This is an optimization exercise on Yosys and OpenROAD, whose aim is small area, a short achievable clock period and few clock cycles, not a production implementation.
In this exercise RTL edits were held to simulation tests only and were not proved equivalent to the original.

$ cat config.mk
export PLATFORM = sky130hd
export DESIGN_NAME = seq_signed_mult
export DESIGN_NICKNAME = seq_signed_mult
export VERILOG_FILES = /design/flow/design.v
export SDC_FILE = /design/flow/constraint.sdc
export NUM_CORES = 4
export LEC_CHECK = 0
export ABC_AREA = 1
export CAP_MARGIN = 20
export CORE_MARGIN = 2
export CORE_UTILIZATION = 60
export PLACE_DENSITY = 0.8
export SLEW_MARGIN = 20
export SYNTH_HIERARCHICAL = 1
export SYNTH_MINIMUM_KEEP_SIZE = 0
$ cat constraint.sdc
create_clock -name core_clock -period 12.0 [get_ports {clk}]
set_input_delay 2.4000 -clock core_clock [delete_from_list [all_inputs] [get_ports {clk}]]
set_output_delay 2.4000 -clock core_clock [all_outputs]
set_load 0.01 [all_outputs]
$ cat design.v
module unsigned_multiplier(
  input  [7:0]  multiplier,
  input  [7:0]  multiplicand,
  output [14:0] product
);
  wire sa = multiplier[7];
  wire sb = multiplicand[7];
  wire na0, nb0;
  mul_xnor ua0(.a(multiplier[0]), .b(sa), .y(na0));
  mul_xnor ub0(.a(multiplicand[0]), .b(sb), .y(nb0));
  wire na1, nb1;
  mul_xnor ua1(.a(multiplier[1]), .b(sa), .y(na1));
  mul_xnor ub1(.a(multiplicand[1]), .b(sb), .y(nb1));
  wire na2, nb2;
  mul_xnor ua2(.a(multiplier[2]), .b(sa), .y(na2));
  mul_xnor ub2(.a(multiplicand[2]), .b(sb), .y(nb2));
  wire na3, nb3;
  mul_xnor ua3(.a(multiplier[3]), .b(sa), .y(na3));
  mul_xnor ub3(.a(multiplicand[3]), .b(sb), .y(nb3));
  wire na4, nb4;
  mul_xnor ua4(.a(multiplier[4]), .b(sa), .y(na4));
  mul_xnor ub4(.a(multiplicand[4]), .b(sb), .y(nb4));
  wire na5, nb5;
  mul_xnor ua5(.a(multiplier[5]), .b(sa), .y(na5));
  mul_xnor ub5(.a(multiplicand[5]), .b(sb), .y(nb5));
  wire na6, nb6;
  mul_xnor ua6(.a(multiplier[6]), .b(sa), .y(na6));
  mul_xnor ub6(.a(multiplicand[6]), .b(sb), .y(nb6));
  wire nsa, nsb;
  mul_inv usa(.a(sa), .y(nsa));
  mul_inv usb(.a(sb), .y(nsb));
  wire pp_0_0;
  mul_nor u_pp_0_0(.a(na0), .b(nb0), .y(pp_0_0));
  wire pp_0_1;
  mul_nor u_pp_0_1(.a(na0), .b(nb1), .y(pp_0_1));
  wire pp_0_2;
  mul_nor u_pp_0_2(.a(na0), .b(nb2), .y(pp_0_2));
  wire pp_0_3;
  mul_nor u_pp_0_3(.a(na0), .b(nb3), .y(pp_0_3));
  wire pp_0_4;
  mul_nor u_pp_0_4(.a(na0), .b(nb4), .y(pp_0_4));
  wire pp_0_5;
  mul_nor u_pp_0_5(.a(na0), .b(nb5), .y(pp_0_5));
  wire pp_0_6;
  mul_nor u_pp_0_6(.a(na0), .b(nb6), .y(pp_0_6));
  wire pp_1_0;
  mul_nor u_pp_1_0(.a(na1), .b(nb0), .y(pp_1_0));
  wire pp_1_1;
  mul_nor u_pp_1_1(.a(na1), .b(nb1), .y(pp_1_1));
  wire pp_1_2;
  mul_nor u_pp_1_2(.a(na1), .b(nb2), .y(pp_1_2));
  wire pp_1_3;
  mul_nor u_pp_1_3(.a(na1), .b(nb3), .y(pp_1_3));
  wire pp_1_4;
  mul_nor u_pp_1_4(.a(na1), .b(nb4), .y(pp_1_4));
  wire pp_1_5;
  mul_nor u_pp_1_5(.a(na1), .b(nb5), .y(pp_1_5));
  wire pp_1_6;
  mul_nor u_pp_1_6(.a(na1), .b(nb6), .y(pp_1_6));
  wire pp_2_0;
  mul_nor u_pp_2_0(.a(na2), .b(nb0), .y(pp_2_0));
  wire pp_2_1;
  mul_nor u_pp_2_1(.a(na2), .b(nb1), .y(pp_2_1));
  wire pp_2_2;
  mul_nor u_pp_2_2(.a(na2), .b(nb2), .y(pp_2_2));
  wire pp_2_3;
  mul_nor u_pp_2_3(.a(na2), .b(nb3), .y(pp_2_3));
  wire pp_2_4;
  mul_nor u_pp_2_4(.a(na2), .b(nb4), .y(pp_2_4));
  wire pp_2_5;
  mul_nor u_pp_2_5(.a(na2), .b(nb5), .y(pp_2_5));
  wire pp_2_6;
  mul_nor u_pp_2_6(.a(na2), .b(nb6), .y(pp_2_6));
  wire pp_3_0;
  mul_nor u_pp_3_0(.a(na3), .b(nb0), .y(pp_3_0));
  wire pp_3_1;
  mul_nor u_pp_3_1(.a(na3), .b(nb1), .y(pp_3_1));
  wire pp_3_2;
  mul_nor u_pp_3_2(.a(na3), .b(nb2), .y(pp_3_2));
  wire pp_3_3;
  mul_nor u_pp_3_3(.a(na3), .b(nb3), .y(pp_3_3));
  wire pp_3_4;
  mul_nor u_pp_3_4(.a(na3), .b(nb4), .y(pp_3_4));
  wire pp_3_5;
  mul_nor u_pp_3_5(.a(na3), .b(nb5), .y(pp_3_5));
  wire pp_3_6;
  mul_nor u_pp_3_6(.a(na3), .b(nb6), .y(pp_3_6));
  wire pp_4_0;
  mul_nor u_pp_4_0(.a(na4), .b(nb0), .y(pp_4_0));
  wire pp_4_1;
  mul_nor u_pp_4_1(.a(na4), .b(nb1), .y(pp_4_1));
  wire pp_4_2;
  mul_nor u_pp_4_2(.a(na4), .b(nb2), .y(pp_4_2));
  wire pp_4_3;
  mul_nor u_pp_4_3(.a(na4), .b(nb3), .y(pp_4_3));
  wire pp_4_4;
  mul_nor u_pp_4_4(.a(na4), .b(nb4), .y(pp_4_4));
  wire pp_4_5;
  mul_nor u_pp_4_5(.a(na4), .b(nb5), .y(pp_4_5));
  wire pp_4_6;
  mul_nor u_pp_4_6(.a(na4), .b(nb6), .y(pp_4_6));
  wire pp_5_0;
  mul_nor u_pp_5_0(.a(na5), .b(nb0), .y(pp_5_0));
  wire pp_5_1;
  mul_nor u_pp_5_1(.a(na5), .b(nb1), .y(pp_5_1));
  wire pp_5_2;
  mul_nor u_pp_5_2(.a(na5), .b(nb2), .y(pp_5_2));
  wire pp_5_3;
  mul_nor u_pp_5_3(.a(na5), .b(nb3), .y(pp_5_3));
  wire pp_5_4;
  mul_nor u_pp_5_4(.a(na5), .b(nb4), .y(pp_5_4));
  wire pp_5_5;
  mul_nor u_pp_5_5(.a(na5), .b(nb5), .y(pp_5_5));
  wire pp_5_6;
  mul_nor u_pp_5_6(.a(na5), .b(nb6), .y(pp_5_6));
  wire pp_6_0;
  mul_nor u_pp_6_0(.a(na6), .b(nb0), .y(pp_6_0));
  wire pp_6_1;
  mul_nor u_pp_6_1(.a(na6), .b(nb1), .y(pp_6_1));
  wire pp_6_2;
  mul_nor u_pp_6_2(.a(na6), .b(nb2), .y(pp_6_2));
  wire pp_6_3;
  mul_nor u_pp_6_3(.a(na6), .b(nb3), .y(pp_6_3));
  wire pp_6_4;
  mul_nor u_pp_6_4(.a(na6), .b(nb4), .y(pp_6_4));
  wire pp_6_5;
  mul_nor u_pp_6_5(.a(na6), .b(nb5), .y(pp_6_5));
  wire pp_6_6;
  mul_nor u_pp_6_6(.a(na6), .b(nb6), .y(pp_6_6));
  wire ca_0;
  mul_nor u_ca_0(.a(nsa), .b(nb0), .y(ca_0));
  wire cb_0;
  mul_nor u_cb_0(.a(nsb), .b(na0), .y(cb_0));
  wire ca_1;
  mul_nor u_ca_1(.a(nsa), .b(nb1), .y(ca_1));
  wire cb_1;
  mul_nor u_cb_1(.a(nsb), .b(na1), .y(cb_1));
  wire ca_2;
  mul_nor u_ca_2(.a(nsa), .b(nb2), .y(ca_2));
  wire cb_2;
  mul_nor u_cb_2(.a(nsb), .b(na2), .y(cb_2));
  wire ca_3;
  mul_nor u_ca_3(.a(nsa), .b(nb3), .y(ca_3));
  wire cb_3;
  mul_nor u_cb_3(.a(nsb), .b(na3), .y(cb_3));
  wire ca_4;
  mul_nor u_ca_4(.a(nsa), .b(nb4), .y(ca_4));
  wire cb_4;
  mul_nor u_cb_4(.a(nsb), .b(na4), .y(cb_4));
  wire ca_5;
  mul_nor u_ca_5(.a(nsa), .b(nb5), .y(ca_5));
  wire cb_5;
  mul_nor u_cb_5(.a(nsb), .b(na5), .y(cb_5));
  wire ca_6;
  mul_nor u_ca_6(.a(nsa), .b(nb6), .y(ca_6));
  wire cb_6;
  mul_nor u_cb_6(.a(nsb), .b(na6), .y(cb_6));
  wire cab;
  mul_nor u_cab(.a(nsa), .b(nsb), .y(cab));
  wire s1, c2;
  mul_ha u_s1(.a(pp_0_4), .b(pp_1_3), .s(s1), .co(c2));
  wire s3, c4;
  mul_fa u_s3(.a(pp_0_5), .b(pp_1_4), .c(pp_2_3), .s(s3), .co(c4));
  wire s5, c6;
  mul_ha u_s5(.a(pp_3_2), .b(pp_4_1), .s(s5), .co(c6));
  wire s7, c8;
  mul_fa u_s7(.a(pp_0_6), .b(pp_1_5), .c(pp_2_4), .s(s7), .co(c8));
  wire s9, c10;
  mul_fa u_s9(.a(pp_3_3), .b(pp_4_2), .c(pp_5_1), .s(s9), .co(c10));
  wire s11, c12;
  mul_ha u_s11(.a(pp_6_0), .b(ca_6), .s(s11), .co(c12));
  wire s13, c14;
  mul_fa u_s13(.a(pp_1_6), .b(pp_2_5), .c(pp_3_4), .s(s13), .co(c14));
  wire s15, c16;
  mul_ha u_s15(.a(pp_4_3), .b(pp_5_2), .s(s15), .co(c16));
  wire s17, c18;
  mul_ha u_s17(.a(pp_2_6), .b(pp_3_5), .s(s17), .co(c18));
  wire s19, c20;
  mul_ha u_s19(.a(pp_0_2), .b(pp_1_1), .s(s19), .co(c20));
  wire s21, c22;
  mul_fa u_s21(.a(pp_0_3), .b(pp_1_2), .c(pp_2_1), .s(s21), .co(c22));
  wire s23, c24;
  mul_ha u_s23(.a(pp_3_0), .b(ca_3), .s(s23), .co(c24));
  wire s25, c26;
  mul_fa u_s25(.a(s1), .b(pp_2_2), .c(pp_3_1), .s(s25), .co(c26));
  wire s27, c28;
  mul_fa u_s27(.a(pp_4_0), .b(ca_4), .c(cb_4), .s(s27), .co(c28));
  wire s29, c30;
  mul_fa u_s29(.a(c2), .b(s3), .c(s5), .s(s29), .co(c30));
  wire s31, c32;
  mul_fa u_s31(.a(pp_5_0), .b(ca_5), .c(cb_5), .s(s31), .co(c32));
  wire s33, c34;
  mul_fa u_s33(.a(c4), .b(c6), .c(s7), .s(s33), .co(c34));
  wire s35, c36;
  mul_fa u_s35(.a(s9), .b(s11), .c(cb_6), .s(s35), .co(c36));
  wire s37, c38;
  mul_fa u_s37(.a(c8), .b(c10), .c(c12), .s(s37), .co(c38));
  wire s39, c40;
  mul_fa u_s39(.a(s13), .b(s15), .c(pp_6_1), .s(s39), .co(c40));
  wire s41, c42;
  mul_fa u_s41(.a(c14), .b(c16), .c(s17), .s(s41), .co(c42));
  wire s43, c44;
  mul_fa u_s43(.a(pp_4_4), .b(pp_5_3), .c(pp_6_2), .s(s43), .co(c44));
  wire s45, c46;
  mul_fa u_s45(.a(c18), .b(pp_3_6), .c(pp_4_5), .s(s45), .co(c46));
  wire s47, c48;
  mul_ha u_s47(.a(pp_5_4), .b(pp_6_3), .s(s47), .co(c48));
  wire s49, c50;
  mul_ha u_s49(.a(pp_4_6), .b(pp_5_5), .s(s49), .co(c50));
  wire s51, c52;
  mul_ha u_s51(.a(pp_0_0), .b(ca_0), .s(s51), .co(c52));
  wire s53, c54;
  mul_fa u_s53(.a(pp_0_1), .b(pp_1_0), .c(ca_1), .s(s53), .co(c54));
  wire s55, c56;
  mul_fa u_s55(.a(s19), .b(pp_2_0), .c(ca_2), .s(s55), .co(c56));
  wire s57, c58;
  mul_fa u_s57(.a(c20), .b(s21), .c(s23), .s(s57), .co(c58));
  wire s59, c60;
  mul_fa u_s59(.a(c22), .b(c24), .c(s25), .s(s59), .co(c60));
  wire s61, c62;
  mul_fa u_s61(.a(c26), .b(c28), .c(s29), .s(s61), .co(c62));
  wire s63, c64;
  mul_fa u_s63(.a(c30), .b(c32), .c(s33), .s(s63), .co(c64));
  wire s65, c66;
  mul_fa u_s65(.a(c34), .b(c36), .c(s37), .s(s65), .co(c66));
  wire s67, c68;
  mul_fa u_s67(.a(c38), .b(c40), .c(s41), .s(s67), .co(c68));
  wire s69, c70;
  mul_fa u_s69(.a(c42), .b(c44), .c(s45), .s(s69), .co(c70));
  wire s71, c72;
  mul_fa u_s71(.a(c46), .b(c48), .c(s49), .s(s71), .co(c72));
  wire s73, c74;
  mul_ha u_s73(.a(c50), .b(pp_5_6), .s(s73), .co(c74));
  wire s75, c76;
  mul_ha u_s75(.a(s51), .b(cb_0), .s(s75), .co(c76));
  wire s77, c78;
  mul_fa u_s77(.a(c52), .b(s53), .c(cb_1), .s(s77), .co(c78));
  wire s79, c80;
  mul_fa u_s79(.a(c54), .b(s55), .c(cb_2), .s(s79), .co(c80));
  wire s81, c82;
  mul_fa u_s81(.a(c56), .b(s57), .c(cb_3), .s(s81), .co(c82));
  wire s83, c84;
  mul_fa u_s83(.a(c58), .b(s59), .c(s27), .s(s83), .co(c84));
  wire s85, c86;
  mul_fa u_s85(.a(c60), .b(s61), .c(s31), .s(s85), .co(c86));
  wire s87, c88;
  mul_fa u_s87(.a(c62), .b(s63), .c(s35), .s(s87), .co(c88));
  wire s89, c90;
  mul_fa u_s89(.a(c64), .b(s65), .c(s39), .s(s89), .co(c90));
  wire s91, c92;
  mul_fa u_s91(.a(c66), .b(s67), .c(s43), .s(s91), .co(c92));
  wire s93, c94;
  mul_fa u_s93(.a(c68), .b(s69), .c(s47), .s(s93), .co(c94));
  wire s95, c96;
  mul_fa u_s95(.a(c70), .b(s71), .c(pp_6_4), .s(s95), .co(c96));
  wire s97, c98;
  mul_fa u_s97(.a(c72), .b(s73), .c(pp_6_5), .s(s97), .co(c98));
  wire s99, c100;
  mul_ha u_s99(.a(c74), .b(pp_6_6), .s(s99), .co(c100));
  wire [14:0] r0 = {1'b0, c100, c98, c96, c94, c92, c90, c88, c86, c84, c82, c80, c78, c76, s75};
  wire [14:0] r1 = {1'b0, 1'b0, s99, s97, s95, s93, s91, s89, s87, s85, s83, s81, s79, s77, cab};
  assign product = r0 + r1;
endmodule
module mul_fa(input a, input b, input c, output s, output co);
  assign s = a ^ b ^ c;
  assign co = (a & b) | (a & c) | (b & c);
endmodule
module mul_ha(input a, input b, output s, output co);
  assign s = a ^ b;
  assign co = a & b;
endmodule
module mul_xnor(input a, input b, output y);
  assign y = ~(a ^ b);
endmodule
module mul_nor(input a, input b, output y);
  assign y = ~(a | b);
endmodule
module mul_inv(input a, output y);
  assign y = ~a;
endmodule
module bin_to_bcd(
    input  [14:0] in,
    output [19:0] bcd
    );
  function [3:0] add3(input [3:0] i);
    begin
      add3[3] = i[3] | (i[2] & (i[1] | i[0]));
      add3[2] = (i[2] & ~i[1] & ~i[0]) | (i[3] & i[0]);
      add3[1] = (i[1] & (~i[2] | i[0])) | (i[3] & ~i[0]);
      add3[0] = (~i[3] & ~i[2] & i[0]) | (i[2] & i[1] & ~i[0]) | (i[3] & ~i[0]);
    end
  endfunction
  reg [19:0] st;
  integer k;
  always @(*) begin
    st = 20'd0;
    for (k = 13; k >= 0; k = k - 1) begin
      st = {add3(st[19:16]), add3(st[15:12]), add3(st[11:8]), add3(st[7:4]), add3(st[3:0])};
      st = {st[18:0], in[k]};
    end
  end
  assign bcd = st | (in[14] ? 20'h16384 : 20'h0);
endmodule
module seq_signed_mult(
  input         clk,
  input         rst,           
  input         start,         
  input  [7:0]  multiplier,    
  input  [7:0]  multiplicand,  
  output [14:0] product,       
  output [19:0] bcd,           
  output        sign,          
  output        done           
);
  wire [14:0] mag;
  unsigned_multiplier um(.multiplier(multiplier), .multiplicand(multiplicand),
    .product(mag));
  reg [14:0] product_r;
  reg        sign_r;
  reg        done_r;
  always @(posedge clk) begin
    if (start) begin
      product_r <= mag;
      sign_r    <= (multiplier[7] ^ multiplicand[7]) &&
                   (multiplier != 8'd0) && (multiplicand != 8'd0);
    end
  end
  always @(posedge clk) begin
    if (rst)
      done_r <= 1'b0;
    else if (start)
      done_r <= 1'b1;
  end
  bin_to_bcd binary_bcd(.in(product_r), .bcd(bcd));
  assign product = product_r;
  assign sign    = sign_r;
  assign done    = done_r;
endmodule
$ cat flow/run.sh
#!/bin/bash
# The standard layout, with plain buffers (not delay buffers) on the ports.
set -euo pipefail
export BUFFER_PORTS_ARGS="-buffer_cell sky130_fd_sc_hd__buf_2"
bash standard.sh > standard_flow.log 2>&1
$ cat standard.sh
#!/bin/bash
# synth_recipe.tcl (not shown) runs the flow's synth.tcl, then flattens the netlist and writes it again
# the make line also repeats each setting of config.mk as NAME=value (left out here)
make -C /OpenROAD-flow-scripts/flow DESIGN_CONFIG=/design/flow/config.mk WORK_HOME=/design/flow/orfs CLKGATE_MAP_FILE= SYNTH_SCRIPT=/design/flow/synth_recipe.tcl "${@:-finish}"
==> results by group, run 1 <==
Status
  • Status: no timing/DRC/antenna violations

Clock tree
  • CTS root buf: clkbuf_8
  • Cts repair resizes: 0
  • Worst skew pair latency: 0.25 ns
  • CTS Hold Bufs: 0
  • CTS buffer count: 3
  • Clock buffer depth: 2
  • H-tree depth: 1
  • TritonCTS clock tree: built
  • CTS sink cnt: 17
  • Clk slew on worst S/H paths: about 0.070 ns
  • Setup Fix Bufs, Post-CTS: 0

Global route
  • Largest net degree at the start of global routing: 18
  • GR Layer Usage met2: 51.0%
  • GRT met3 Usage: under 10%
  • Met1 GRT Util: between 30% and 40%
  • Gr busiest metal: met2
  • Vias in the first global route: between 4000 and 5000
  • Initial antenna violation count: 0
  • Global route total overflow: 0
  • First-pass GRT wire length: 18800 um
  • Global Route Usage Sum: a little over a quarter

Setup path
  • Most Frequent Cell on Critical Path: nand2_1
  • WP data arrival: slightly below 4 ns
  • Max stage delay on crit path: between 0.5 and 0.6 ns
  • Top delay family on crit path: simple AND/OR/NAND/NOR gates
  • Critical-path top delay cell: edfxtp_1
  • Startpoint class of the critical path: register
  • Max Fanout on Critical Path: 8
  • Reg2Reg Setup Slack: around 11 ns
  • Data required time at the worst endpoint: between 9 and 10 ns
  • Crit Path Class: register to output port
  • CP bufs+invs: 3
  • Worst Setup End Kind: output port

Detailed routing
  • Routed Antenna Nets: 0
  • DR iter-0 viols: 140
  • Via Count: ~4800
  • DR vias/cell: about 5.2
  • Detailed Routing Iterations Pass 1: 5
  • DRC Markers: 0
  • Wire per inst: roughly 11 um
  • WL final: 10600 um

Yosys
  • Flop and latch count out of synthesis: 17
  • Most area-consuming cells after synthesis: nand2_1, fa_1, nor2_1
  • Cells after Synth: between 700 and 800
  • Synth unique cells: 34
  • Syn_area_per_cell: about 6.0 um^2
  • Register area share after synthesis: between 10 and 15%
  • Area leader, netlist: nand2_1
  • Post-Syn Area: approximately 4600 um^2
  • Ys Warns: 8
  • Share of the synthesized area in the top cell type: between 20% and 30%

Worst hold path
  • Worst Hold Class: register to register

Timing
  • Fin crit period: roughly 6.3 ns
  • Final Cycle Share: a little over half
  • Fin Hold WS: 0.475 ns
  • # setup viols final: 0
  • Fin Setup TNS: 0 ns
  • Final hold viol count: 0
  • Pin slew with the least headroom to its limit: approximately 0.53 ns
  • Final Max Slew Viols: 0
  • Skew final: 0 ns
  • Unrepaired setup endpoints after global routing: no
  • Max frequency: 0.158 GHz
  • Slew headroom: between 60% and 70%

Layout
  • Register area: roughly 500 um^2
  • Share of layout cells above drive strength 1: between 10% and 20%
  • Most common cell after layout, fill and taps aside: nand2_1
  • Fin nets: roughly 900
  • Commonest cells after routing, fill and taps aside: nand2_1, nor2_1, inv_1
  • Antenna Cells: 0
  • Layout filler cell count: 650
  • Area Growth Syn to Fin: 8.84%
  • Multi-input gate area: between 3000 and 4000 um^2

Placement
  • Dpl hpwl: 8990 um
  • Port bufs: 52
  • Placer congestion estimate: around 0.89

Run
  • Max-cap violations: 0

Die
  • Die height: 91.7 um
  • Cell Rows: 31
  • Die ar.: ~8400 um^2
  • Starting density of the core: 62.9%
  • Core area: roughly 7300 um^2
  • # IOs: 56
  • Width of the die: 91.7 um
final cells by class:
cell class	count	area share [%]
repair buffers	52	5.18
clock inverters	1	0.0997
clock buffers	3	0.823
multi-input cells	643	73.5
well taps	99	2.47
inverters	107	8.00
flip-flops and latches	17	9.97
per-layer routing:
layer  vias up  wire length, um
li1       2536                -
met3        16              272
met4         0              176
met1      2196             4670
met2        81             5450
met5         -                0
worst register-to-register path, cell delays in order (launching register included):
cell     delay (ns)
dfxtp_1        0.31
nor2_1         0.09
nor2_1         0.04
synthesized netlist by cell type (all sizes together):
cell	instances
a21boi	1
a21oi	32
and2	1
buf	4
conb	1
dfxtp	1
edfxtp	16
fa	38
ha	26
inv	107
nand2	269
nand3	73
nand4	20
nor2	143
nor2b	1
nor3	2
o21a	1
o21ai	21
o21bai	1
o22ai	2
or2	1
xnor2	3
xor2	5
worst paths after layout:
path | from | endpoint | cells past startpoint
hold / removal | done_r | done_r | 2
setup reg to reg | done_r | done_r | 2
setup / recovery | product_r[13] | bcd[14] | 25
hold reg to reg | done_r | done_r | 2
Yosys stat by module (local to each module, per instance), excerpt:
module	cells inside	copies in the design	flops+latches	area, um^2
bin_to_bcd	402	1	0	1860
unsigned_multiplier	146	1	0	763
seq_signed_mult	35	1	17	574
mul_fa	1	37	0	20.0
mul_ha	1	13	0	12.5
mul_inv	1	2	0	3.75
registers in the layout, summed over array words and instances, names as in the netlist:
name / count
done_r: 1
sign_r: 1
product_r: 15
cells by family after synthesis:
kind of cell,synth area share (%)
other,0.0813
buffers and inverters,9.36
adder cells (fa/ha/maj),23.5
XOR/XNOR,1.52
AND/OR/NAND/NOR,46.9
AO/OA/AOI/OAI,7.71
flip-flops,10.9
per-stage QoR:
stage	setup slack, ns	instance area, um^2	util [%]	cells
6_report	5.65	5020	68.5	922
5_1_grt	5.04	5020	68.5	922
4_1_cts	5.72	5020	68.5	922
3_5_place_dp	5.63	4970	67.8	918
3_3_place_gp	5.73	4970	67.8	918
2_1_floorplan	6.26	4620	-	771
Testbench counts, summed over its fixed seeds: cycles 3,200.
==> run 2: changes to the inputs <==
==> flow/run.sh (replaced) <==
#!/bin/bash
# The standard layout, with plain buffers (not delay buffers) on the ports.
set -euo pipefail
export BUFFER_PORTS_ARGS="-buffer_cell sky130_fd_sc_hd__buf_2"
export SETUP_SLACK_MARGIN=5.7
bash standard.sh > standard_flow.log 2>&1
--- a/config.mk
+++ b/config.mk
@@ -9,7 +9,6 @@
 export CAP_MARGIN = 20
 export CORE_MARGIN = 2
 export CORE_UTILIZATION = 60
-export PLACE_DENSITY = 0.8
 export SLEW_MARGIN = 20
 export SYNTH_HIERARCHICAL = 1
 export SYNTH_MINIMUM_KEEP_SIZE = 0
==> run 2 against run 1 <==
Global-route usage rose by 0.17 points. Synthesized area unchanged. Maximum frequency is 6.8% lower. Clock-buffer cell count increased by 1. Core utilization grew 15 points. Sequential share of layout area decreased by 1.8 points. Register-to-register slack is essentially flat. Final area rose by 22%. Clock skew unchanged. Critical path type unchanged. Largest cell class unchanged.
==> results by group, run 2 <==
Yosys
  • Flop and latch count out of synthesis: 17 (unchanged)
  • Area leader, netlist: nand2_1
  • Post-Syn Area: 4610 um^2 (unchanged)
  • Syn_area_per_cell: 6.00 um^2 (unchanged)
  • Number of synthesized flops with an enable pin: 16 (unchanged)
  • Cells after Synth: 769 (unchanged)
  • Post-synth top flop: edfxtp_1
  • Share of the synthesized area in the top cell type: 20.5% (unchanged)
  • FFs w/ async S/R, synth: 0% (unchanged)
  • Most area-consuming cells after synthesis: nand2_1, fa_1, nor2_1
  • Most instantiated cells after synthesis: nand2_1, nor2_1, inv_1, nand3_1, fa_1
  • Ys Warns: 8 (unchanged)
  • Register area share after synthesis: 10.9% (unchanged)
  • Top-count cell post-synth: nand2_1
  • Synth unique cells: 34 (unchanged)

Timing
  • Final WS setup: 5.19 ns (-0.460 ns)
  • Slew headroom: 63.4% (-1.2 points)
  • Final Max Slew Viols: 0 (unchanged)
  • Max frequency: 0.147 GHz (-6.8%)
  • Fin crit period: 6.81 ns (+0.460 ns)
  • Pin slew with the least headroom to its limit: 0.544 ns (+0.0178 ns)
  • Final Cycle Share: 56.7% (+3.8 points)
  • # setup viols final: 0 (unchanged)
  • Fin Setup TNS: 0 ns (unchanged)
  • Unrepaired setup endpoints after global routing: yes
  • Skew final: 0 ns (unchanged)
  • Final hold viol count: 0 (unchanged)

Setup path
  • Max Fanout on Critical Path: 6 (-2)
  • Max stage delay on crit path: 0.53 ns (+0.02 ns)
  • WP data arrival: 4.41 ns (+0.46 ns)
  • Startpoint class of the critical path: register
  • Most Frequent Cell on Critical Path: nor2_4
  • Worst Setup End Kind: output port
  • FF-to-FF path depth: 2 (unchanged)
  • Critical-path top delay cell: edfxtp_1
  • Crit Path Class: register to output port
  • Data required time at the worst endpoint: 9.60 ns (about the same)

Global route
  • Initial antenna violation count: 0 (unchanged)
  • First-pass GRT wire length: 19000 um (+0.73%)
  • Vias in the first global route: 4558 (+0.15%)
  • Largest net degree at the start of global routing: 18 (unchanged)
  • Global Route Usage Sum: 26.5% (+0.17 points)
  • Global route total overflow: 0 (unchanged)

Clock tree
  • Worst skew pair latency: 0.25 ns (about the same)
  • H-tree depth: 1 (unchanged)
  • CTS buffer count: 3 (unchanged)
  • Clock buffer depth: 2 (unchanged)
  • CTS root buf: clkbuf_8
  • CTS sink cnt: 17 (unchanged)
  • Clk slew on worst S/H paths: 0.07 ns (about the same)
  • TritonCTS clock tree: built

Die
  • Die height: 91.7 um (unchanged)
  • Width of the die: 91.7 um (unchanged)
  • # IOs: 56 (unchanged)
  • Core area: 7330 um^2 (unchanged)
  • Cell Rows: 31 (unchanged)
  • Die ar.: 8400 um^2 (unchanged)
  • Starting density of the core: 62.9% (unchanged)

Layout
  • Layout filler cell count: 433 (-33%)
  • Multi-input gate area: 4500 um^2 (+22%)
  • Register area: 500 um^2 (unchanged)
  • Area Growth Syn to Fin: 32.7%
  • Commonest cells after routing, fill and taps aside: nand2_1, nor2_1, inv_1
  • Biggest regs: product_r (15), done_r (1), sign_r (1)
  • Antenna Cells: 0 (unchanged)
  • Max reg flops: 15 (unchanged)
  • Fin nets: 939 (+3.5%)
  • Largest register by flop count: product_r
  • Most common cell after layout, fill and taps aside: nand2_1
  • Share of layout cells above drive strength 1: 31.9% (+19 points)
  • Finished Layout Cells: 954 (+3.5%)

Detailed routing
  • DR iter-0 viols: 598 (+330%)
  • DRC Markers: 0 (unchanged)
  • Detailed Routing Iterations Pass 1: 10 (+5)
  • Via Count: 5875 (+22%)
  • Wire per inst: 17.3 um (+51%)
  • DR vias/cell: 6.16 (+18%)
  • Routed Antenna Nets: 0 (unchanged)
  • WL final: 16500 um (+56%)

Placement
  • Post-Place Worst Slack: 5.62 ns (-0.00975 ns)
  • Dpl hpwl: 9120 um (+1.4%)
  • Port bufs: 52 (unchanged)
  • Dpl cells: 918 (unchanged)
  • Placer congestion estimate: 0.877 (-1.9%)

Status
  • Status: no timing/DRC/antenna violations

Worst hold path
  • Worst Hold Class: register to register
  • Hold Path Stages: 2 (unchanged)

Run
  • Max-cap violations: 0 (unchanged)
run 2: cell counts after synthesis:
Identical to the previous run, type by type.
run 2: area by class of cell:
cell class,count,share of cell area (%)
inverter,107,6.69
multi-input combinational,643,73.6
sequential,17,8.18
tap,99,2.02
clock buffer,4,0.736
timing repair buffer,84,8.79
run 2: path summary, 6_finish.rpt:
path,startpoint,endpoint,slack (ns)
max,product_r[11],bcd[7],5.19
min,done_r,done_r,0.47
max reg2reg,done_r,done_r,11.45
min reg2reg,done_r,done_r,0.47
run 2: timing repair:
item                                    4_1_cts  5_1_grt
hold buffers                                  0        0
buffers inserted                              0       32
endpoints found under the setup margin        0       19
resized for setup                             0      216
run 2: kinds of logic (layout without fill, tap and decap cells):
logic type / Yosys count / in the layout / synth area share [%]
buf+inv: 111 / 195 / 9.36
other cells: 1 / 3 / 0.0813
flops: 17 / 17 / 10.9
simple gates: 510 / 510 / 46.9
compound gates: 58 / 58 / 7.71
xor+xnor: 8 / 8 / 1.52
fa+ha+maj: 64 / 64 / 23.5
run 2: worst max-delay path: cells and delay by family (launching register included):
kind	cells	cell delay (ns)
AND/OR/NAND/NOR	23	3.19
flip-flops	1	0.53
buffers and inverters	3	0.35
AO/OA/AOI/OAI	1	0.09
run 2: metrics by stage:
step / area [um^2] / util (%) / hold slack [ns]
floorplan: 4620 / - / 0.503
global placement: 4970 / 67.8 / 0.446
detailed placement: 4970 / 67.8 / 0.462
CTS: 5020 / 68.5 / 0.478
global route: 6120 / 83.5 / 0.512
finish: 6120 / 83.5 / 0.472
run 2: modules after synthesis (local to each module, per instance):
module	flops+latches	copies in the design	cells inside	area, um^2
bin_to_bcd	0	1	402	1860
unsigned_multiplier	0	1	146	763
seq_signed_mult	17	1	35	574
mul_fa	0	37	1	20.0
mul_xnor	0	14	5	18.8
mul_ha	0	13	1	12.5
mul_inv	0	2	1	3.75
mul_nor	0	64	1	3.75
run 2: metal layers:
layer | track usage, % | vias to the layer above | wire length, um
met4 | 6.94 | 0 | 990
met1 | 31.6 | 2683 | 6080
met3 | 0.657 | 138 | 1360
met2 | 52.0 | 453 | 8070
li1 | - | 2601 | -
met5 | 0 | - | 0
==> run 3: changes to the inputs <==
==> flow/run.sh (replaced) <==
#!/bin/bash
# The standard layout, with plain buffers (not delay buffers) on the ports.
set -euo pipefail
export BUFFER_PORTS_ARGS="-buffer_cell sky130_fd_sc_hd__buf_2"
bash standard.sh > standard_flow.log 2>&1
==> run 3 against run 2 <==
Synthesized area stayed put. Clock-buffer cell count stayed put. Hold slack worse by 0.0013 ns. Final area is 18% lower. Sequential cell count stayed put. Largest cell class unchanged.
==> results by group, run 3 <==
Timing
  • Fin Setup TNS: 0 ns (unchanged)
  • Final Max Slew Viols: 0 (unchanged)
  • Final Cycle Share: 52.8% (-3.9 points)
  • Fin Hold WS: 0.471 ns (-0.00131 ns)
  • Max frequency: 0.158 GHz (+7.4%)
  • # setup viols final: 0 (unchanged)
  • Final WS setup: 5.66 ns (+0.471 ns)
  • Final hold viol count: 0 (unchanged)
  • Unrepaired setup endpoints after global routing: no
  • Fin crit period: 6.34 ns (-0.471 ns)
  • Skew final: 0 ns (unchanged)

Layout
  • Area Growth Syn to Fin: 8.82%
  • Share of layout cells above drive strength 1: 13.2% (-19 points)
  • Finished Layout Cells: 922 (-3.4%)
  • Most common cell after layout, fill and taps aside: nand2_1
  • Fin nets: 907 (-3.4%)
  • Commonest cells after routing, fill and taps aside: nand2_1, nor2_1, inv_1
  • Max reg flops: 15 (unchanged)
  • Biggest regs: product_r (15), done_r (1), sign_r (1)
  • Antenna Cells: 0 (unchanged)
  • Largest register by flop count: product_r

Clock tree
  • CTS buffer count: 3 (unchanged)
  • CTS Hold Bufs: 0 (unchanged)
  • Cts repair resizes: 0 (unchanged)
  • TritonCTS clock tree: built
  • Clock buffer depth: 2 (unchanged)
  • H-tree depth: 1 (unchanged)
  • CTS sink cnt: 17 (unchanged)
  • Setup Fix Bufs, Post-CTS: 0 (unchanged)
  • Clk slew on worst S/H paths: 0.07 ns (about the same)
  • Worst skew pair latency: 0.25 ns (about the same)
  • CTS root buf: clkbuf_8

Worst hold path
  • Hold Path Stages: 2 (unchanged)
  • Worst Hold Class: register to register

Setup path
  • Critical-path top delay cell: edfxtp_1
  • Max Fanout on Critical Path: 7 (+1)
  • Stages on the worst setup path: 27 (unchanged)
  • Startpoint class of the critical path: register
  • Max stage delay on crit path: 0.49 ns (-0.04 ns)
  • Crit Path Class: register to output port
  • WP data arrival: 3.94 ns (-0.47 ns)
  • Worst Setup End Kind: output port
  • Most Frequent Cell on Critical Path: nand2_1
  • Top delay family on crit path: simple AND/OR/NAND/NOR gates
  • Data required time at the worst endpoint: 9.60 ns (about the same)
  • FF-to-FF path depth: 2 (unchanged)
  • CP bufs+invs: 3 (unchanged)

Yosys
  • Syn_area_per_cell: 6.00 um^2 (unchanged)
  • Post-Syn Area: 4610 um^2 (unchanged)
  • XOR/XNOR Fraction of Synth Area: 1.52% (unchanged)
  • Post-synthesis mux area share: 0% (unchanged)
  • Flop and latch count out of synthesis: 17 (unchanged)
  • Number of synthesized flops with an enable pin: 16 (unchanged)
  • Most area-consuming cells after synthesis: nand2_1, fa_1, nor2_1
  • Post-synth top flop: edfxtp_1
  • Ys Warns: 8 (unchanged)
  • Simple-gate portion of the synthesized area: 46.9% (unchanged)
  • Synth unique cells: 34 (unchanged)
  • Most instantiated cells after synthesis: nand2_1, nor2_1, inv_1, nand3_1, fa_1
  • Adder-cell share of the synthesized area: 23.5% (unchanged)
  • FFs w/ async S/R, synth: 0% (unchanged)
  • Area leader, netlist: nand2_1
  • Main combinational cell family by area after synthesis: simple AND/OR/NAND/NOR gates
  • Share of the synthesized area in the top cell type: 20.5% (unchanged)
  • Register area share after synthesis: 10.9% (unchanged)
  • Cells after Synth: 769 (unchanged)
  • Top-count cell post-synth: nand2_1
  • Complex-gate fraction of the synthesized area: 7.70% (unchanged)

Run
  • Max-cap violations: 0 (unchanged)

Detailed routing
  • Routed Antenna Nets: 0 (unchanged)
  • Via Count: 4889 (-17%)
  • DR iter-0 viols: 191 (-68%)
  • Wire per inst: 11.8 um (-32%)
  • WL final: 10900 um (-34%)
  • DR vias/cell: 5.30 (-14%)
  • DRC Markers: 0 (unchanged)
  • Detailed Routing Iterations Pass 1: 5 (-5)

Die
  • Die ar.: 8400 um^2 (unchanged)
  • # IOs: 56 (unchanged)
  • Die height: 91.7 um (unchanged)
  • Core area: 7330 um^2 (unchanged)
  • Starting density of the core: 62.9% (unchanged)
  • Cell Rows: 31 (unchanged)
  • Width of the die: 91.7 um (unchanged)

Placement
  • Port bufs: 52 (unchanged)
  • Dpl cells: 918 (unchanged)
  • Post-Place Worst Slack: 5.62 ns (unchanged)
  • Dpl hpwl: 9120 um (unchanged)
  • Placer congestion estimate: 0.877 (unchanged)

Global route
  • Vias in the first global route: 4558 (unchanged)
  • Global Route Usage Sum: 26.5% (unchanged)
  • Largest net degree at the start of global routing: 18 (unchanged)
  • Initial antenna violation count: 0 (unchanged)
  • First-pass GRT wire length: 19000 um (unchanged)
  • Global route total overflow: 0 (unchanged)

Status
  • Status: no timing/DRC/antenna violations
-- run 3: final cells by class --
type | count | area [um^2]
sequential | 17 | 500
tap | 99 | 124
timing repair buffer | 52 | 260
clock buffer | 4 | 45.0
fill | 651 | 2310
inverter | 107 | 402
multi-input combinational | 643 | 3690
-- run 3: through the flow --
stage,cell area (um^2),utilization [%]
2_1_floorplan,4620,-
3_3_place_gp,4970,67.8
3_5_place_dp,4970,67.8
4_1_cts,5020,68.5
5_1_grt,5020,68.5
6_report,5020,68.5
-- run 3: worst register-to-register path, cell delays in order, from the launching register on --
cell	delay (ns)
dfxtp_1	0.31
nor2_1	0.09
nor2_1	0.04
-- run 3: logic make-up (layout without fill, tap and decap cells) --
| group | after synthesis | after routing |
|---|---|---|
| XOR/XNOR | 8 | 8 |
| adder cells (fa/ha/maj) | 64 | 64 |
| AO/OA/AOI/OAI | 58 | 58 |
| buffers and inverters | 111 | 163 |
| AND/OR/NAND/NOR | 510 | 510 |
| other | 1 | 3 |
| flip-flops | 17 | 17 |
-- run 3: final timing paths --
path / slack (ns) / end / start
worst min-delay path: 0.47 / done_r / done_r
worst max register to register: 11.45 / done_r / done_r
worst max-delay path: 5.66 / bcd[7] / product_r[12]
worst min register to register: 0.47 / done_r / done_r
-- run 3: routing by layer --
metal	up-vias	wire [um]	global-route usage (%)	part of all wire, %
met5	-	0	0	0
met4	0	139	6.94	1.3
met3	14	324	0.657	3.0
met2	124	5680	52.0	52
met1	2214	4720	31.6	43
li1	2537	-	-	-
-- run 3: modules after synthesis (local to each module, per instance) --
module               area, um^2  flops+latches  cells inside  copies in the design
unsigned_multiplier         763              0           146                     1
mul_ha                     12.5              0             1                    13
mul_nor                    3.75              0             1                    64
mul_xnor                   18.8              0             5                    14
bin_to_bcd                 1860              0           402                     1
mul_inv                    3.75              0             1                     2
seq_signed_mult             574             17            35                     1
mul_fa                     20.0              0             1                    37
==> run 4: changes to the inputs <==
--- a/design.v
+++ b/design.v
@@ -158,107 +158,111 @@
   wire cab;
   mul_nor u_cab(.a(nsa), .b(nsb), .y(cab));
   wire s1, c2;
-  mul_ha u_s1(.a(pp_0_4), .b(pp_1_3), .s(s1), .co(c2));
+  mul_fa u_s1(.a(ca_0), .b(cab), .c(cb_0), .s(s1), .co(c2));
   wire s3, c4;
-  mul_fa u_s3(.a(pp_0_5), .b(pp_1_4), .c(pp_2_3), .s(s3), .co(c4));
+  mul_ha u_s3(.a(pp_0_0), .b(s1), .s(s3), .co(c4));
   wire s5, c6;
-  mul_ha u_s5(.a(pp_3_2), .b(pp_4_1), .s(s5), .co(c6));
+  mul_fa u_s5(.a(ca_1), .b(cb_1), .c(pp_0_1), .s(s5), .co(c6));
   wire s7, c8;
-  mul_fa u_s7(.a(pp_0_6), .b(pp_1_5), .c(pp_2_4), .s(s7), .co(c8));
+  mul_fa u_s7(.a(pp_1_0), .b(c2), .c(s5), .s(s7), .co(c8));
   wire s9, c10;
-  mul_fa u_s9(.a(pp_3_3), .b(pp_4_2), .c(pp_5_1), .s(s9), .co(c10));
+  mul_ha u_s9(.a(c4), .b(s7), .s(s9), .co(c10));
   wire s11, c12;
-  mul_ha u_s11(.a(pp_6_0), .b(ca_6), .s(s11), .co(c12));
+  mul_fa u_s11(.a(ca_2), .b(cb_2), .c(pp_0_2), .s(s11), .co(c12));
   wire s13, c14;
-  mul_fa u_s13(.a(pp_1_6), .b(pp_2_5), .c(pp_3_4), .s(s13), .co(c14));
+  mul_fa u_s13(.a(pp_1_1), .b(pp_2_0), .c(c6), .s(s13), .co(c14));
   wire s15, c16;
-  mul_ha u_s15(.a(pp_4_3), .b(pp_5_2), .s(s15), .co(c16));
+  mul_fa u_s15(.a(s11), .b(c8), .c(s13), .s(s15), .co(c16));
   wire s17, c18;
-  mul_ha u_s17(.a(pp_2_6), .b(pp_3_5), .s(s17), .co(c18));
+  mul_ha u_s17(.a(c10), .b(s15), .s(s17), .co(c18));
   wire s19, c20;
-  mul_ha u_s19(.a(pp_0_2), .b(pp_1_1), .s(s19), .co(c20));
+  mul_fa u_s19(.a(ca_3), .b(cb_3), .c(pp_0_3), .s(s19), .co(c20));
   wire s21, c22;
-  mul_fa u_s21(.a(pp_0_3), .b(pp_1_2), .c(pp_2_1), .s(s21), .co(c22));
+  mul_fa u_s21(.a(pp_1_2), .b(pp_2_1), .c(pp_3_0), .s(s21), .co(c22));
   wire s23, c24;
-  mul_ha u_s23(.a(pp_3_0), .b(ca_3), .s(s23), .co(c24));
+  mul_fa u_s23(.a(c12), .b(s19), .c(s21), .s(s23), .co(c24));
   wire s25, c26;
-  mul_fa u_s25(.a(s1), .b(pp_2_2), .c(pp_3_1), .s(s25), .co(c26));
+  mul_fa u_s25(.a(c14), .b(s23), .c(c16), .s(s25), .co(c26));
   wire s27, c28;
-  mul_fa u_s27(.a(pp_4_0), .b(ca_4), .c(cb_4), .s(s27), .co(c28));
+  mul_fa u_s27(.a(ca_4), .b(cb_4), .c(pp_0_4), .s(s27), .co(c28));
   wire s29, c30;
-  mul_fa u_s29(.a(c2), .b(s3), .c(s5), .s(s29), .co(c30));
+  mul_fa u_s29(.a(pp_1_3), .b(pp_2_2), .c(pp_3_1), .s(s29), .co(c30));
   wire s31, c32;
-  mul_fa u_s31(.a(pp_5_0), .b(ca_5), .c(cb_5), .s(s31), .co(c32));
+  mul_fa u_s31(.a(pp_4_0), .b(c20), .c(c22), .s(s31), .co(c32));
   wire s33, c34;
-  mul_fa u_s33(.a(c4), .b(c6), .c(s7), .s(s33), .co(c34));
+  mul_fa u_s33(.a(s27), .b(s29), .c(c24), .s(s33), .co(c34));
   wire s35, c36;
-  mul_fa u_s35(.a(s9), .b(s11), .c(cb_6), .s(s35), .co(c36));
+  mul_ha u_s35(.a(s31), .b(s33), .s(s35), .co(c36));
   wire s37, c38;
-  mul_fa u_s37(.a(c8), .b(c10), .c(c12), .s(s37), .co(c38));
+  mul_fa u_s37(.a(ca_5), .b(cb_5), .c(pp_0_5), .s(s37), .co(c38));
   wire s39, c40;
-  mul_fa u_s39(.a(s13), .b(s15), .c(pp_6_1), .s(s39), .co(c40));
+  mul_fa u_s39(.a(pp_1_4), .b(pp_2_3), .c(pp_3_2), .s(s39), .co(c40));
   wire s41, c42;
-  mul_fa u_s41(.a(c14), .b(c16), .c(s17), .s(s41), .co(c42));
+  mul_fa u_s41(.a(pp_4_1), .b(pp_5_0), .c(c28), .s(s41), .co(c42));
   wire s43, c44;
-  mul_fa u_s43(.a(pp_4_4), .b(pp_5_3), .c(pp_6_2), .s(s43), .co(c44));
+  mul_fa u_s43(.a(c30), .b(s37), .c(s39), .s(s43), .co(c44));
   wire s45, c46;
-  mul_fa u_s45(.a(c18), .b(pp_3_6), .c(pp_4_5), .s(s45), .co(c46));
+  mul_fa u_s45(.a(c32), .b(s41), .c(s43), .s(s45), .co(c46));
   wire s47, c48;
-  mul_ha u_s47(.a(pp_5_4), .b(pp_6_3), .s(s47), .co(c48));
+  mul_ha u_s47(.a(c34), .b(s45), .s(s47), .co(c48));
   wire s49, c50;
-  mul_ha u_s49(.a(pp_4_6), .b(pp_5_5), .s(s49), .co(c50));
+  mul_fa u_s49(.a(ca_6), .b(cb_6), .c(pp_0_6), .s(s49), .co(c50));
   wire s51, c52;
-  mul_ha u_s51(.a(pp_0_0), .b(ca_0), .s(s51), .co(c52));
+  mul_fa u_s51(.a(pp_1_5), .b(pp_2_4), .c(pp_3_3), .s(s51), .co(c52));
   wire s53, c54;
-  mul_fa u_s53(.a(pp_0_1), .b(pp_1_0), .c(ca_1), .s(s53), .co(c54));
+  mul_fa u_s53(.a(pp_4_2), .b(pp_5_1), .c(pp_6_0), .s(s53), .co(c54));
   wire s55, c56;
-  mul_fa u_s55(.a(s19), .b(pp_2_0), .c(ca_2), .s(s55), .co(c56));
+  mul_fa u_s55(.a(c38), .b(c40), .c(s49), .s(s55), .co(c56));
   wire s57, c58;
-  mul_fa u_s57(.a(c20), .b(s21), .c(s23), .s(s57), .co(c58));
+  mul_fa u_s57(.a(s51), .b(s53), .c(c42), .s(s57), .co(c58));
   wire s59, c60;
-  mul_fa u_s59(.a(c22), .b(c24), .c(s25), .s(s59), .co(c60));
+  mul_fa u_s59(.a(c44), .b(s55), .c(s57), .s(s59), .co(c60));
   wire s61, c62;
-  mul_fa u_s61(.a(c26), .b(c28), .c(s29), .s(s61), .co(c62));
+  mul_ha u_s61(.a(c46), .b(c48), .s(s61), .co(c62));
   wire s63, c64;
-  mul_fa u_s63(.a(c30), .b(c32), .c(s33), .s(s63), .co(c64));
+  mul_fa u_s63(.a(pp_1_6), .b(pp_2_5), .c(pp_3_4), .s(s63), .co(c64));
   wire s65, c66;
-  mul_fa u_s65(.a(c34), .b(c36), .c(s37), .s(s65), .co(c66));
+  mul_fa u_s65(.a(pp_4_3), .b(pp_5_2), .c(pp_6_1), .s(s65), .co(c66));
   wire s67, c68;
-  mul_fa u_s67(.a(c38), .b(c40), .c(s41), .s(s67), .co(c68));
+  mul_fa u_s67(.a(c50), .b(c52), .c(c54), .s(s67), .co(c68));
   wire s69, c70;
-  mul_fa u_s69(.a(c42), .b(c44), .c(s45), .s(s69), .co(c70));
+  mul_fa u_s69(.a(s63), .b(s65), .c(c56), .s(s69), .co(c70));
   wire s71, c72;
-  mul_fa u_s71(.a(c46), .b(c48), .c(s49), .s(s71), .co(c72));
+  mul_fa u_s71(.a(s67), .b(c58), .c(s69), .s(s71), .co(c72));
   wire s73, c74;
-  mul_ha u_s73(.a(c50), .b(pp_5_6), .s(s73), .co(c74));
+  mul_ha u_s73(.a(c60), .b(s71), .s(s73), .co(c74));
   wire s75, c76;
-  mul_ha u_s75(.a(s51), .b(cb_0), .s(s75), .co(c76));
+  mul_fa u_s75(.a(pp_2_6), .b(pp_3_5), .c(pp_4_4), .s(s75), .co(c76));
   wire s77, c78;
-  mul_fa u_s77(.a(c52), .b(s53), .c(cb_1), .s(s77), .co(c78));
+  mul_fa u_s77(.a(pp_5_3), .b(pp_6_2), .c(c64), .s(s77), .co(c78));
   wire s79, c80;
-  mul_fa u_s79(.a(c54), .b(s55), .c(cb_2), .s(s79), .co(c80));
+  mul_fa u_s79(.a(c66), .b(s75), .c(c68), .s(s79), .co(c80));
   wire s81, c82;
-  mul_fa u_s81(.a(c56), .b(s57), .c(cb_3), .s(s81), .co(c82));
+  mul_fa u_s81(.a(s77), .b(c70), .c(s79), .s(s81), .co(c82));
   wire s83, c84;
-  mul_fa u_s83(.a(c58), .b(s59), .c(s27), .s(s83), .co(c84));
+  mul_ha u_s83(.a(s81), .b(c72), .s(s83), .co(c84));
   wire s85, c86;
-  mul_fa u_s85(.a(c60), .b(s61), .c(s31), .s(s85), .co(c86));
+  mul_fa u_s85(.a(pp_3_6), .b(pp_4_5), .c(pp_5_4), .s(s85), .co(c86));
   wire s87, c88;
-  mul_fa u_s87(.a(c62), .b(s63), .c(s35), .s(s87), .co(c88));
+  mul_fa u_s87(.a(pp_6_3), .b(c76), .c(s85), .s(s87), .co(c88));
   wire s89, c90;
-  mul_fa u_s89(.a(c64), .b(s65), .c(s39), .s(s89), .co(c90));
+  mul_fa u_s89(.a(c78), .b(s87), .c(c80), .s(s89), .co(c90));
   wire s91, c92;
-  mul_fa u_s91(.a(c66), .b(s67), .c(s43), .s(s91), .co(c92));
+  mul_ha u_s91(.a(s89), .b(c82), .s(s91), .co(c92));
   wire s93, c94;
-  mul_fa u_s93(.a(c68), .b(s69), .c(s47), .s(s93), .co(c94));
+  mul_fa u_s93(.a(pp_4_6), .b(pp_5_5), .c(pp_6_4), .s(s93), .co(c94));
   wire s95, c96;
-  mul_fa u_s95(.a(c70), .b(s71), .c(pp_6_4), .s(s95), .co(c96));
+  mul_fa u_s95(.a(c86), .b(s93), .c(c88), .s(s95), .co(c96));
   wire s97, c98;
-  mul_fa u_s97(.a(c72), .b(s73), .c(pp_6_5), .s(s97), .co(c98));
+  mul_ha u_s97(.a(s95), .b(c90), .s(s97), .co(c98));
   wire s99, c100;
-  mul_ha u_s99(.a(c74), .b(pp_6_6), .s(s99), .co(c100));
-  wire [14:0] r0 = {1'b0, c100, c98, c96, c94, c92, c90, c88, c86, c84, c82, c80, c78, c76, s75};
-  wire [14:0] r1 = {1'b0, 1'b0, s99, s97, s95, s93, s91, s89, s87, s85, s83, s81, s79, s77, cab};
+  mul_fa u_s99(.a(pp_5_6), .b(pp_6_5), .c(c94), .s(s99), .co(c100));
+  wire s101, c102;
+  mul_ha u_s101(.a(s99), .b(c96), .s(s101), .co(c102));
+  wire s103, c104;
+  mul_ha u_s103(.a(pp_6_6), .b(c100), .s(s103), .co(c104));
+  wire [14:0] r0 = {1'b0, c104, s103, s101, c92, c84, c74, c62, s59, c36, s35, c18, s17, s9, s3};
+  wire [14:0] r1 = {1'b0, 1'b0, c102, c98, s97, s91, s83, s73, s61, s47, c26, s25, 1'b0, 1'b0, 1'b0};
   assign product = r0 + r1;
 endmodule
 module mul_fa(input a, input b, input c, output s, output co);
==> run 4 against run 3 <==
Still clean on timing, DRC and antenna. Hold slack gained 0.0078 ns. Clock skew did not move. Synthesized cell count fell by 3.9%. Critical path depth is 10 lower. Via count fell by 5.0%.
==> results by group, run 4 <==
Yosys
  • Cells after Synth: 739 (-3.9%)
  • Adder-cell share of the synthesized area: 24.3% (+0.78 points)
  • Flop and latch count out of synthesis: 17 (unchanged)
  • Most instantiated cells after synthesis: nand2_1, nor2_1, inv_1, nand3_1, fa_1
  • Register area share after synthesis: 11.1% (+0.26 points)
  • Main combinational cell family by area after synthesis: simple AND/OR/NAND/NOR gates
  • FFs w/ async S/R, synth: 0% (unchanged)
  • Area leader, netlist: nand2_1
  • Share of the synthesized area in the top cell type: 19.8% (-0.68 points)
  • Number of synthesized flops with an enable pin: 16 (unchanged)
  • Most area-consuming cells after synthesis: nand2_1, fa_1, edfxtp_1
  • XOR/XNOR Fraction of Synth Area: 0.972% (-0.55 points)
  • Post-Syn Area: 4510 um^2 (-2.3%)
  • Post-synth top flop: edfxtp_1
  • Top-count cell post-synth: nand2_1
  • Ys Warns: 8 (unchanged)
  • Post-synthesis mux area share: 0% (unchanged)
  • Syn_area_per_cell: 6.10 um^2 (+1.7%)
  • Simple-gate portion of the synthesized area: 46.3% (-0.64 points)
  • Synth unique cells: 31 (-8.8%)
  • Complex-gate fraction of the synthesized area: 7.55% (-0.15 points)

Global route
  • First-pass GRT wire length: 18100 um (-4.8%)
  • Vias in the first global route: 4380 (-3.9%)
  • Largest net degree at the start of global routing: 18 (unchanged)
  • Initial antenna violation count: 0 (unchanged)
  • Global route total overflow: 0 (unchanged)
  • Global Route Usage Sum: 25.7% (-0.81 points)

Timing
  • Fin crit period: 6.42 ns (+0.0837 ns)
  • Skew final: 0 ns (unchanged)
  • Final Max Slew Viols: 0 (unchanged)
  • Unrepaired setup endpoints after global routing: no
  • Final Cycle Share: 53.5% (+0.70 points)
  • Slew headroom: about 61%
  • Max frequency: 0.156 GHz (-1.3%)
  • Final hold viol count: 0 (unchanged)
  • Fin Setup TNS: 0 ns (unchanged)
  • Pin slew with the least headroom to its limit: about 0.58 ns
  • # setup viols final: 0 (unchanged)

Detailed routing
  • Met3 Wirelength: 270 um (-17%)
  • Wire per inst: 11.5 um (-2.1%)
  • Top Metal Used: met4
  • Met2 wire len: 5320 um (-6.3%)
  • Via Count: 4646 (-5.0%)
  • WL final: 10300 um (-5.6%)
  • Post-Route M1 WL: 4570 um (-3.3%)
  • DRC Markers: 0 (unchanged)
  • Routed Antenna Nets: 0 (unchanged)
  • DR vias/cell: 5.23 (-1.4%)
  • DR iter-0 viols: 156 (-18%)
  • Detailed Routing Iterations Pass 1: 4 (-1)

Status
  • Status: no timing/DRC/antenna violations

Layout
  • Area Growth Syn to Fin: 8.55%
  • Share of layout cells above drive strength 1: 14.3% (+1.1 points)
  • Commonest cells after routing, fill and taps aside: nand2_1, nor2_1, inv_1
  • Antenna Cells: 0 (unchanged)
  • Most common cell after layout, fill and taps aside: nand2_1
  • Max reg flops: 15 (unchanged)
  • Biggest regs: product_r (15), done_r (1), sign_r (1)
  • Layout filler cell count: 679 (+4.3%)
  • Largest register by flop count: product_r
  • Fin nets: 873 (-3.7%)
  • Final core utilization: 67.4% (-1.0 points)

Die
  • Width of the die: 90.7 um (-1.1%)
  • Core area: 7250 um^2 (-1.1%)
  • Cell Rows: 31 (unchanged)
  • Starting density of the core: 62.1% (-0.79 points)
  • Die height: 90.7 um (-1.1%)
  • Die ar.: 8220 um^2 (-2.2%)
  • # IOs: 56 (unchanged)

Setup path
  • End of the critical path: product_r[11]
  • Reg2Reg Setup Slack: 11.45 ns (about the same)
  • Crit Path Class: input pin to register
  • FF-to-FF path depth: 2 (unchanged)
  • WP data arrival: 6.43 ns (+2.49 ns)
  • RR Endpoint: done_r
  • Worst Setup End Kind: register
  • Startpoint class of the critical path: input pin
  • CP startpoint: multiplicand[7]
  • Data required time at the worst endpoint: 12.01 ns (+2.41 ns)
  • Worst r2r src: done_r
  • Max Fanout on Critical Path: 17 (+10)

Clock tree
  • TritonCTS clock tree: built
  • CTS root buf: clkbuf_8
  • Cts repair resizes: 0 (unchanged)
  • Clk slew on worst S/H paths: 0.07 ns (about the same)
  • CTS sink cnt: 17 (unchanged)
  • Clock buffer depth: 2 (unchanged)
  • CTS buffer count: 3 (unchanged)
  • Worst skew pair latency: 0.25 ns (about the same)
  • CTS Hold Bufs: 0 (unchanged)
  • Setup Fix Bufs, Post-CTS: 0 (unchanged)
  • H-tree depth: 1 (unchanged)

Worst hold path
  • Worst Hold Class: register to register
  • Hold wc startpoint: done_r

Placement
  • Port bufs: 52 (unchanged)
  • Dpl hpwl: 8760 um (-3.9%)
  • Placer congestion estimate: 0.924 (+5.3%)

Run
  • Max-cap violations: 0 (unchanged)
[run 4: cell count changes after synthesis, sizes merged, moves of 2 or more]
cell,delta
buf,+3
ha,-4
xnor2,-2
a21oi,-4
nor2,-5
nand2,-13
inv,-5
fa,+3
[run 4: worst min path at each step]
stage	cells past startpoint	endpoint	slack [ns]
2_1_floorplan	2	done_r	0.50
3_3_place_gp	2	done_r	0.44
3_5_place_dp	2	done_r	0.47
4_1_cts	2	done_r	0.49
5_1_grt	2	done_r	0.53
6_report	2	done_r	0.48
[run 4: cell families after synthesis]
logic type / after synthesis
flip-flops: 17
AO/OA/AOI/OAI: 55
AND/OR/NAND/NOR: 489
XOR/XNOR: 5
other: 1
adder cells (fa/ha/maj): 63
buffers and inverters: 109
[run 4: worst max-delay path, cell delays in order]
cell and delay, ns:
buf_2 0.25, nand2_1 0.09, nand2_1 0.25, nor2_1 0.12
fa_1 0.46, fa_1 0.49, fa_1 0.42, fa_1 0.51
ha_1 0.23, inv_1 0.08, fa_1 0.47, inv_1 0.14
nand3_1 0.08, nand3_1 0.16, nand2_1 0.11, nand3_1 0.09
nand2_1 0.07
[run 4: area by class of cell]
type                       instances  area [um^2]  share of cell area [%]
clock buffer                       3         41.3                   0.844
clock inverter                     1         5.00                   0.102
inverter                         102          383                    7.83
multi-input combinational        615         3580                    73.1
sequential                        17          500                    10.2
tap                               99          124                    2.53
timing repair buffer              52          260                    5.32
[run 4: per-layer routing]
metal | vias to the layer above | track usage [%]
li1 | 2434 | -
met1 | 2115 | 31.2
met2 | 88 | 49.9
met3 | 9 | 1.00
met4 | 0 | 6.03
met5 | - | 0
[run 4: per-module statistics from Yosys (local to each module, per instance)]
module               cells inside  flip-flops and latches
mul_nor                         1                       0
unsigned_multiplier           114                       0
mul_inv                         1                       0
seq_signed_mult                35                      17
mul_ha                          1                       0
bin_to_bcd                    402                       0
mul_fa                          1                       0
mul_xnor                        5                       0
[run 4: through the flow]
stage	setup slack (ns)	instances	hold slack, ns	instance area, um^2
floorplan	6.10	741	0.503	4510
global placement	5.37	885	0.443	4840
detailed placement	5.32	885	0.473	4840
CTS	5.58	889	0.488	4890
global route	5.13	889	0.534	4890
finish	5.58	889	0.478	4890
Testbench counts of run 4, summed over its fixed seeds: cycles 3,200.

==> afterwards: timing with drivers on the ports <==
Ports are ideal in the flow. The routed layouts listed here were re-timed in OpenROAD. Step 1 sets driving cells, clkbuf_16 on the clock port and buf_2 on the other inputs (assumed; they add their load-dependent delay and slew). Step 2 also shifts input and output timing later by t, the mid clock arrival at the registers, as if the neighbouring blocks saw the same clock. Three values: no drivers, after step 1, after step 2; two values: the first two.
run | t, ns | setup WS [ns] | worst hold slack (ns)
run 1 | 0.279 | 5.651 / 5.626 / 5.586 | 0.475 / 0.475 / 0.475
run 2 | 0.280 | 5.191 / 5.162 / 5.442 | 0.472 / 0.472 / 0.472
run 3 | 0.275 | 5.662 / 5.636 / 5.571 | 0.471 / 0.471 / 0.471
run 4 | 0.277 | 5.578 / 5.582 / 5.306 | 0.478 / 0.478 / 0.478
After both steps setup and hold are still met in every run listed. For run 4, which loses most, drivers alone change the setup slack by +0.004 ns; drivers and shift together by -0.272 ns.
